Source: an optimization exercise on an open RTL-to-GDS flow (aim: small area). Production flows keep margins and buffers that such runs may drop.
The RTL was checked by simulation tests, not by an equivalence proof against the original design.
Power figures rest on the tool's default switching activity, not on a simulated workload.

==> flow/design.v (excerpt) <==
module odu_count_gen_fifo(
    input           clk,
    input           rst,
    input           enable_chid,
    input           type_chid,
    input           fifo_read_enable,
    output          fifo_empty,
    output [394:0]  fifo_data_out,
    output [383:0]  data_chid,
    output          data_valid_chid
    );
    wire         enable_gen_data;
    wire [13:0]  word;
    wire [3:0]   hdr_row;
    wire         valid;
    wire [1:0]   mfas;
    wire [17:0]  fifo_entry;        
    wire         empty;
    wire         fifo_filled;
    wire [17:0]  fifo_word;         
    odu_count_reg odu_count_reg_instance(
        .clk             (clk),
        .rst             (rst),
        .enable_chid     (enable_chid),
        .chid_type       (type_chid),
        .enable_gen_data (enable_gen_data)
    );
    odu_gen_data odu_gen_data_instance(
        .clk           (clk),
        .rst           (rst),
        .enable        (enable_gen_data),
        .word_out      (word),
        .valid_gen_out (valid),
        .mfas_out      (mfas),
        .hdr_row       (hdr_row)
    );
    fifo_syn_depth8 #(
        .DATA_WIDTH(18),
        .ADDR_WIDTH(1)
        )
    fifo_syn_depth8_instace (
        .clk    (clk),
        .reset  (rst),
        .w_en   (valid),
        .r_en   (fifo_read_enable & ~empty),
        .w_data ({mfas, hdr_row[1:0], word}),
        .empty  (empty),
        .full   (),
        .r_data (fifo_entry),
        .r_filled(fifo_filled)
        );
    assign fifo_word = {fifo_entry[17:16] & {2{fifo_filled}}, fifo_entry[15:14],
                        fifo_entry[13:8] & {6{fifo_filled}}, fifo_entry[7:0]};
    wire fifo_frame_start, fifo_row_start;
    odu_word_decode data_decode(
        .word        (word),
        .hdr_row     (hdr_row),
        .data        (data_chid),
        .frame_start (),
        .row_start   ()
    );
    odu_word_decode #(.HAS_ONES(0)) fifo_decode(
        .word        (fifo_word[13:0]),
        .hdr_row     (fifo_word[17:14]),
  ...
Settings: LEC_CHECK=0, ABC_AREA=1, CAP_MARGIN=20, CORE_AREA=4 4 276 276, CTS_BUF_LIST=sky130_fd_sc_hd__clkbuf_16, DIE_AREA=0 0 280 280, PLACE_DENSITY=0.6, SETUP_SLACK_MARGIN=0.1, SLEW_MARGIN=20; clock period 6.0 ns.
standard.sh (not shown) runs the stock make flow with config.mk's settings and CLKGATE_MAP_FILE= SYNTH_SCRIPT=/design/flow/synth_recipe.tcl, a recipe that flattens the netlist after the stock synthesis.
==> flow/flow/run.sh <==
#!/bin/bash
# The standard flow with these changes:
#  - after the standard synthesis, the combinational cells are re-mapped for
#    area (remap.sh); the flip-flops are left exactly as synthesis made them;
#  - the port buffers use the smallest buffer cell (sky130_fd_sc_hd__buf_1);
#  - clock tree synthesis inserts no dummy loads.
set -euo pipefail
export BUFFER_PORTS_ARGS="-buffer_cell sky130_fd_sc_hd__buf_1"
export CTS_ARGS="-sink_clustering_enable -repair_clock_nets -buf_list sky130_fd_sc_hd__clkbuf_16 -dont_use_dummy_load"
RES=orfs/results/${FLOW_PLATFORM:-sky130hd}/odu_count_gen_fifo/base
bash standard.sh synth > log_1_standard_synth.txt 2>&1
cp $RES/1_2_yosys.v 1_2_yosys_standard.v
bash flow/remap.sh 1_2_yosys_standard.v 1_2_yosys_remap.v log_2_remap_yosys.txt
cp 1_2_yosys_remap.v $RES/1_2_yosys.v
touch $RES/1_2_yosys.v
bash standard.sh > log_3_standard_finish.txt 2>&1
==> flow/flow/remap.sh <==
#!/bin/bash
# remap.sh IN.v OUT.v LOG
# Re-maps the combinational cells of the standard synthesis netlist IN.v for
# area with ABC's area mapper, keeping every flip-flop instance (name, cell
# type, connections and the names of the nets its Q pin drives) unchanged.
set -euo pipefail
IN=$1; OUT=$2; LOG=$3
FLOW=${FLOW_HOME:-/OpenROAD-flow-scripts/flow}
LIB=$FLOW/platforms/sky130hd/lib/sky130_fd_sc_hd__tt_025C_1v80.lib
YOSYS=$(command -v yosys || echo /OpenROAD-flow-scripts/tools/install/yosys/bin/yosys)
SEQ=$(grep -o 'sky130_fd_sc_hd__[a-z0-9_]*' $IN | sort -u | grep -E '__(e?s?df|dl|sdl|edf)' | tr '\n' ' ')
DU=""
for c in $(grep -o 'sky130_fd_sc_hd__\(lpflow_[a-z0-9_]*\|probe[a-z_0-9]*\)' $LIB | sort -u); do DU="$DU -dont_use $c"; done
A="strash;dch,-f;amap,-F,10,-A,10;topo"
cat > ${OUT%.v}.ys <<EOY
read_liberty -ignore_miss_func $LIB
read_verilog $IN
hierarchy -top odu_count_gen_fifo
blackbox $SEQ
flatten
rename -hide w:_*_.*
opt_clean
stat -liberty $LIB
abc -liberty $LIB $DU -script +$A;$A;$A;$A
read_liberty -lib -overwrite $LIB
splitnets
opt_clean -purge
hilomap -singleton -hicell sky130_fd_sc_hd__conb_1 HI -locell sky130_fd_sc_hd__conb_1 LO
insbuf -buf sky130_fd_sc_hd__buf_4 A X
check -assert
stat -liberty $LIB
write_verilog -noattr -nohex -nodec $OUT
EOY
$YOSYS -s ${OUT%.v}.ys > $LOG 2>&1
The starting point passed the timing, design-rule and antenna checks.
==> next run, changes <==
--- a/flow/flow/run.sh
+++ b/flow/flow/run.sh
@@ -6 +6,4 @@
-#  - clock tree synthesis inserts no dummy loads.
+#  - clock tree synthesis inserts no dummy loads;
+#  - global placement is not timing driven (GPL_TIMING_DRIVEN 0), and the
+#    synthesis buffers it would have removed are removed before it
+#    (pre_global_place.tcl).
@@ -7,0 +11 @@
+export PRE_GLOBAL_PLACE_TCL=$(pwd)/flow/pre_global_place.tcl
==> flow/flow/pre_global_place.tcl (new file) <==
# remove the buffers synthesis inserted, as global placement does when it is
# timing driven
remove_buffers
CORE_AREA = 4 4 266 266   (was 4 4 276 276)
DIE_AREA = 0 0 270 270   (was 0 0 280 280)
GPL_TIMING_DRIVEN = 0   (was unset)
PLACE_DENSITY = 0.65   (was 0.6)
SETUP_SLACK_MARGIN = 0.05   (was 0.1)
What happened: Worst setup slack got worse by 20 ps. First-iteration DRC count drops by 5.0%. Global-route usage rose by 1.3 points. Combinational power decreases by about 2%. Register-to-register slack loses 470 ps.
==> next run, changes <==
CORE_AREA = 4 4 276 276   (was 4 4 266 266)
DIE_AREA = 0 0 280 280   (was 0 0 270 270)
PLACE_DENSITY = 0.6   (was 0.65)
Outcome:
- total power hardly moves
- clock-buffer cell count stays the same
- setup slack degrades by 67 ps
- cell area goes up by 0.91%
- sequential power stays flat
- clock power hardly moves
- combinational power barely changes
- global-route usage goes down by 1.8 points
- wire length is about the same
- fmax goes down by 1.1%
- final cell count goes up by 2.4%
==> next run, changes <==
--- a/flow/flow/run.sh
+++ b/flow/flow/run.sh
@@ -6,4 +6 @@
-#  - clock tree synthesis inserts no dummy loads;
-#  - global placement is not timing driven (GPL_TIMING_DRIVEN 0), and the
-#    synthesis buffers it would have removed are removed before it
-#    (pre_global_place.tcl).
+#  - clock tree synthesis inserts no dummy loads.
@@ -11 +7,0 @@
-export PRE_GLOBAL_PLACE_TCL=$(pwd)/flow/pre_global_place.tcl
SETUP_SLACK_MARGIN = unset   (was 0.05)
removed: flow/flow/pre_global_place.tcl
After rerunning:
- worst setup slack is better by 87 ps
- power hardly moves
- synthesized cell count stays the same
==> next run, changes <==
--- a/flow/flow/run.sh
+++ b/flow/flow/run.sh
@@ -6 +6,4 @@
-#  - clock tree synthesis inserts no dummy loads.
+#  - clock tree synthesis inserts no dummy loads;
+#  - global placement is not timing driven (GPL_TIMING_DRIVEN 0), and the
+#    synthesis buffers it would have removed are removed before it
+#    (pre_global_place.tcl).
@@ -7,0 +11 @@
+export PRE_GLOBAL_PLACE_TCL=$(pwd)/flow/pre_global_place.tcl
==> flow/flow/pre_global_place.tcl (new file) <==
# remove the buffers synthesis inserted, as global placement does when it is
# timing driven
remove_buffers
CORE_AREA = 4 4 266 266   (was 4 4 276 276)
DIE_AREA = 0 0 270 270   (was 0 0 280 280)
SETUP_SLACK_MARGIN = 0.1   (was unset)
After rerunning:
- worst setup slack gets worse by 53 ps
- critical path depth climbs by 4
- synthesized cell count stays the same
- wire length drops by a few percent
==> next run, changes <==
--- a/flow/flow/run.sh
+++ b/flow/flow/run.sh
@@ -6,4 +6 @@
-#  - clock tree synthesis inserts no dummy loads;
-#  - global placement is not timing driven (GPL_TIMING_DRIVEN 0), and the
-#    synthesis buffers it would have removed are removed before it
-#    (pre_global_place.tcl).
+#  - clock tree synthesis inserts no dummy loads.
@@ -11 +7,0 @@
-export PRE_GLOBAL_PLACE_TCL=$(pwd)/flow/pre_global_place.tcl
CAP_MARGIN = 5   (was 20)
CORE_AREA = 4 4 276 276   (was 4 4 266 266)
DIE_AREA = 0 0 280 280   (was 0 0 270 270)
GPL_TIMING_DRIVEN = unset   (was 0)
SLEW_MARGIN = 5   (was 20)
removed: flow/flow/pre_global_place.tcl
Outcome: Cell area rises by 1.6%; die area rises by 7.5%; wire length grows by 3.4%; core utilization came out lower by 1.5 points; via count increases by 1.1%; sequential share of layout area is lower by 0.28 points; sequential power hardly moves.

separate check: timing with driven ports:
How much do the figures lean on ideal ports? The routed layouts below were timed once more, with nothing changed but the port constraints.
Step 1 (the two cells are an assumption about what drives the block):
set clk [get_ports {clk}]
set_driving_cell -lib_cell sky130_fd_sc_hd__clkbuf_16 $clk
set_driving_cell -lib_cell sky130_fd_sc_hd__buf_2 [delete_from_list [all_inputs] $clk]
Step 2, shift: input delay + t, output delay - t, t = (earliest + latest rising clock arrival at the registers) / 2. This alone moves slack from input paths to output paths.
Slacks: ideal / step 1 / step 2; pairs: ideal / step 1.
| run | t (ns) | setup WS [ns] | worst hold slack (ns) |
|---|---|---|---|
| the first run | 0.405 | 0.219 / 0.162 / 0.567 | 0.435 / 0.435 / 0.435 |
| the second run | 0.390 | 0.200 / 0.153 / 0.189 | 0.453 / 0.453 / 0.453 |
| the third run | 0.405 | 0.133 / 0.078 / 0.246 | 0.457 / 0.457 / 0.457 |
| the fourth run | 0.394 | 0.220 / 0.169 / 0.123 | 0.456 / 0.456 / 0.456 |
| the fifth run | 0.394 | 0.167 / 0.119 / 0.297 | 0.456 / 0.456 / 0.456 |
| the sixth run | 0.393 | 0.262 / 0.209 / 0.601 | 0.433 / 0.433 / 0.433 |
After both steps every run listed still meets setup and hold. For the fourth run, which loses most, drivers alone change the setup slack by -0.051 ns; drivers and shift together by -0.097 ns.
